From an optimization exercise on the open Yosys and OpenROAD flow, aimed at small area and a short achievable clock period; shortcuts taken in it are not production practice. The RTL was checked by simulation tests, not by an equivalence proof against the original design. Power figures rest on the tool's default switching activity, not on a simulated workload.

JK:
## FPU_Addition
module FPU_Addition #(parameter BITS=32)
                        (input [BITS-1:0]A,
                         input [BITS-1:0]B,
                         input clk,
                         output [BITS-1:0] result);
For scale: roughly 97 I/O pins, about 5800 sq um of cells after synthesis.
clock: 30.0 ns
lec_check: 0
cap_margin: 0
core_margin: 2
core_utilization: 40
cts_buf_list: sky130_fd_sc_hd__clkbuf_8
cts_cluster_diameter: 200
cts_cluster_size: 40
slew_margin: 0
standard.sh (not shown) runs the stock make flow with config.mk's settings and CLKGATE_MAP_FILE= SYNTH_SCRIPT=/design/flow/synth_recipe.tcl, a recipe that flattens the netlist after the stock synthesis.
==> flow/flow/run.sh <==
#!/bin/bash
# Standard synthesis and layout with two changes: the port buffers are the
# small sky130_fd_sc_hd__buf_1 instead of the delay buffer buffer_ports picks
# by default, and the timing repair steps aim for extra setup slack (the
# margin in flow/margin.txt) so that they size and buffer the critical paths.
set -euo pipefail
MARGIN=$(cat flow/margin.txt)
bash standard.sh finish SETUP_SLACK_MARGIN=$MARGIN \
    "BUFFER_PORTS_ARGS=-buffer_cell sky130_fd_sc_hd__buf_1" > standard.log 2>&1
==> flow/flow/margin.txt <==
18
### JK -> MS
Settings: SLEW_MARGIN: 0 -> 20; CORE_UTILIZATION: 40 -> 65; CTS_CLUSTER_DIAMETER: 200 -> unset; CAP_MARGIN: 0 -> 20; CTS_CLUSTER_SIZE: 40 -> unset.
==> comparison <==
- The final instance area was comparable across MS and JK.
- MS against JK: sequential group power rose by about 0.6%, least setup slack across all paths after layout fell by 0.098 ns, clock share of power +0.5 points, final clock period utilization by the worst path up 0.33 points, routed wire length moved up.
- Clock power was higher in MS than in JK.
- Sort MS and JK by effective utilization at floorplan, descending, and MS comes first.

---

The RTL this note starts from:
==> flow/design.v <==
module fpa_add #(parameter W = 25, parameter L = 5)
                (input [W-1:0] a,
                 input [W-1:0] b,
                 input cin,
                 output [W-1:0] s,
                 output cout);
    wire [W-1:0] g [0:L];
    wire [W-1:0] p [0:L];
    wire [W-1:0] p0 = a ^ b;
    assign g[0] = (a & b) | {{(W-1){1'b0}}, p0[0] & cin};
    assign p[0] = p0;
    genvar l, i;
    generate
        for (l = 0; l < L; l = l + 1) begin : lv
            for (i = 0; i < W; i = i + 1) begin : bt
                if ((i >> l) & 1) begin : cmb
                    localparam J = ((i >> l) << l) - 1;
                    assign g[l+1][i] = g[l][i] | (p[l][i] & g[l][J]);
                    assign p[l+1][i] = p[l][i] & p[l][J];
                end else begin : pas
                    assign g[l+1][i] = g[l][i];
                    assign p[l+1][i] = p[l][i];
                end
            end
        end
    endgenerate
    assign s = p0 ^ {g[L][W-2:0], cin};
    assign cout = g[L][W-1];
endmodule
module FPU_Addition #(parameter BITS=32)
                        (input [BITS-1:0]A,
                         input [BITS-1:0]B,
                         input clk,
                         output [BITS-1:0] result);
    wire [7:0] eA = A[30:23];
    wire [7:0] eB = B[30:23];
    wire [7:0] X;
    wire       comp;                              
    fpa_add #(8, 3) u_dab (.a(eA), .b(~eB), .cin(1'b1), .s(X), .cout(comp));
    wire [4:0] Xn = ~X[4:0] + 5'd1;
    wire [4:0] d = comp ? X[4:0] : Xn;
    wire       big = comp ? |X[7:5] : ~(&X[7:5] & |X[4:0]);
    wire [23:0] mL = comp ? {1'b1, A[22:0]} : {1'b1, B[22:0]};
    wire [23:0] mS = comp ? {1'b1, B[22:0]} : {1'b1, A[22:0]};
    wire [7:0]  eL = comp ? eA : eB;
    wire        sL = comp ? A[31] : B[31];
    wire        sub = A[31] ^ B[31];
    wire [23:0] s0 = d[0] ? {1'b0,  mS[23:1]} : mS;
    wire [23:0] s1 = d[1] ? {2'b0,  s0[23:2]} : s0;
    wire [23:0] s2 = d[2] ? {4'b0,  s1[23:4]} : s1;
    wire [23:0] s3 = d[3] ? {8'b0,  s2[23:8]} : s2;
    wire [23:0] s4 = d[4] ? {16'b0, s3[23:16]} : s3;
    wire [23:0] mSa = big ? 24'd0 : s4;
    wire [24:0] T;
    wire        tc;
    fpa_add #(25, 5) u_add (.a({1'b0, mL}), .b({1'b0, mSa} ^ {25{sub}}), .cin(sub),
                         .s(T), .cout(tc));
    reg [24:0] T_r;
    reg [7:0]  eL_r;
    reg        sL_r;
    always @(posedge clk) begin
        T_r  <= T;
        eL_r <= eL;
        sL_r <= sL;
    end
    wire        z4 = ~|T_r[24:9];
    wire [24:0] n4 = z4 ? {T_r[8:0], 16'd0} : T_r;
    wire        z3 = ~|n4[24:17];
    wire [24:0] n3 = z3 ? {n4[16:0], 8'd0} : n4;
    wire        z2 = ~|n3[24:21];
    wire [24:0] n2 = z2 ? {n3[20:0], 4'd0} : n3;
    wire        z1 = ~|n2[24:23];
    wire [24:0] n1 = z1 ? {n2[22:0], 2'd0} : n2;
    wire        z0 = ~n1[24];
    wire [23:0] n0 = z0 ? n1[22:0] : n1[23:1];
    wire        tz = z4 & ~|T_r[8:0];
    wire [4:0]  lz = {z4, z3, z2 & ~tz, z1 & ~tz, z0};
    wire [6:0]  lo = {2'b0, eL_r[4:0]} + 7'd1 - {2'b0, lz};
    wire [2:0]  hi = lo[6] ? eL_r[7:5] - 3'd1 : eL_r[7:5] + {2'd0, lo[5]};
    wire [7:0]  expo = {hi, lo[4:0]};
    assign result = {sL_r, expo, n0[22:0]};
endmodule
==> flow/config.mk <==
export PLATFORM = sky130hd
export DESIGN_NAME = FPU_Addition
export DESIGN_NICKNAME = FPU_Addition
export VERILOG_FILES = /design/flow/design.v
export SDC_FILE = /design/flow/constraint.sdc
export NUM_CORES = 4
export LEC_CHECK = 0
export CAP_MARGIN = 20
export CORE_MARGIN = 2
export CORE_UTILIZATION = 40
export CTS_BUF_LIST = sky130_fd_sc_hd__clkbuf_8
export CTS_CLUSTER_DIAMETER = 200
export CTS_CLUSTER_SIZE = 40
export SLEW_MARGIN = 20
==> flow/constraint.sdc <==
create_clock -name core_clock -period 30.0 [get_ports {clk}]
set_input_delay 6.0000 -clock core_clock [delete_from_list [all_inputs] [get_ports {clk}]]
set_output_delay 6.0000 -clock core_clock [all_outputs]
set_load 0.01 [all_outputs]
Scripts as last shown in full above: flow/flow/run.sh, flow/flow/margin.txt
The baseline completed without violations.
Change:
--- a/flow/config.mk
+++ b/flow/config.mk
@@ -9,6 +9,4 @@
 export CORE_MARGIN = 2
 export CORE_UTILIZATION = 40
-export CTS_BUF_LIST = sky130_fd_sc_hd__clkbuf_8
-export CTS_CLUSTER_DIAMETER = 200
-export CTS_CLUSTER_SIZE = 40
 export SLEW_MARGIN = 20
+export SYNTH_HIERARCHICAL = 1
=>
- synthesized cell count fell by a few percent
- critical path depth is unchanged
- routed wire length drops by a little under a tenth
- die area rose by a few percent
- global-route usage drops by 1.5 points
- core utilization is about the same
- via count came out lower by a little under a tenth
- non-clock buffer count went down by 9
- sequential share of layout area goes down by 0.13 points
- hold slack gains 0.019 ns
Change:
==> flow/flow/margin.txt (replaced) <==
17.6
--- a/flow/config.mk
+++ b/flow/config.mk
@@ -9,4 +9,6 @@
 export CORE_MARGIN = 2
 export CORE_UTILIZATION = 40
+export CTS_BUF_LIST = sky130_fd_sc_hd__clkbuf_8
+export CTS_CLUSTER_DIAMETER = 200
+export CTS_CLUSTER_SIZE = 40
 export SLEW_MARGIN = 20
-export SYNTH_HIERARCHICAL = 1
After rerunning:
- The changed run went through all stages and came out clean
- setup slack gets worse by 0.22 ns
- wire length grows by 7.4%
- critical path depth went up by 6
- global-route usage goes up by 1.5 points

[what the ideal ports hide]
The results above use ideal ports. As a check the final layouts listed here were re-extracted and re-timed, cells and wires unchanged.
Step 1 assumes that a clkbuf_16 drives the clock port and a buf_2 every other input.
Step 2 also shifts input and output timing later by t, the mid clock arrival at the registers, as if the neighbouring blocks saw the same clock.
a / b / c = ideal / step 1 / step 2; a / b = the first two.
run | t (ns) | slack for setup (ns) | latest minus earliest clock arrival (ns)
JK | 0.301 | 18.356 / 18.328 / 18.093 | 0.004 / 0.005
MS | 0.302 | 18.257 / 18.232 / 17.991 | 0.005 / 0.005
the first run of note 2 | 0.301 | 18.354 / 18.326 / 18.087 | 0.004 / 0.005
the second run of note 2 | 0.305 | 18.312 / 18.278 / 18.138 | 0.004 / 0.004
the third run of note 2 | 0.301 | 18.090 / 18.073 / 17.796 | 0.004 / 0.004
After both steps every run listed still meets setup and hold. For the third run of note 2, which loses most, drivers alone change the setup slack by -0.017 ns; drivers and shift together by -0.294 ns.
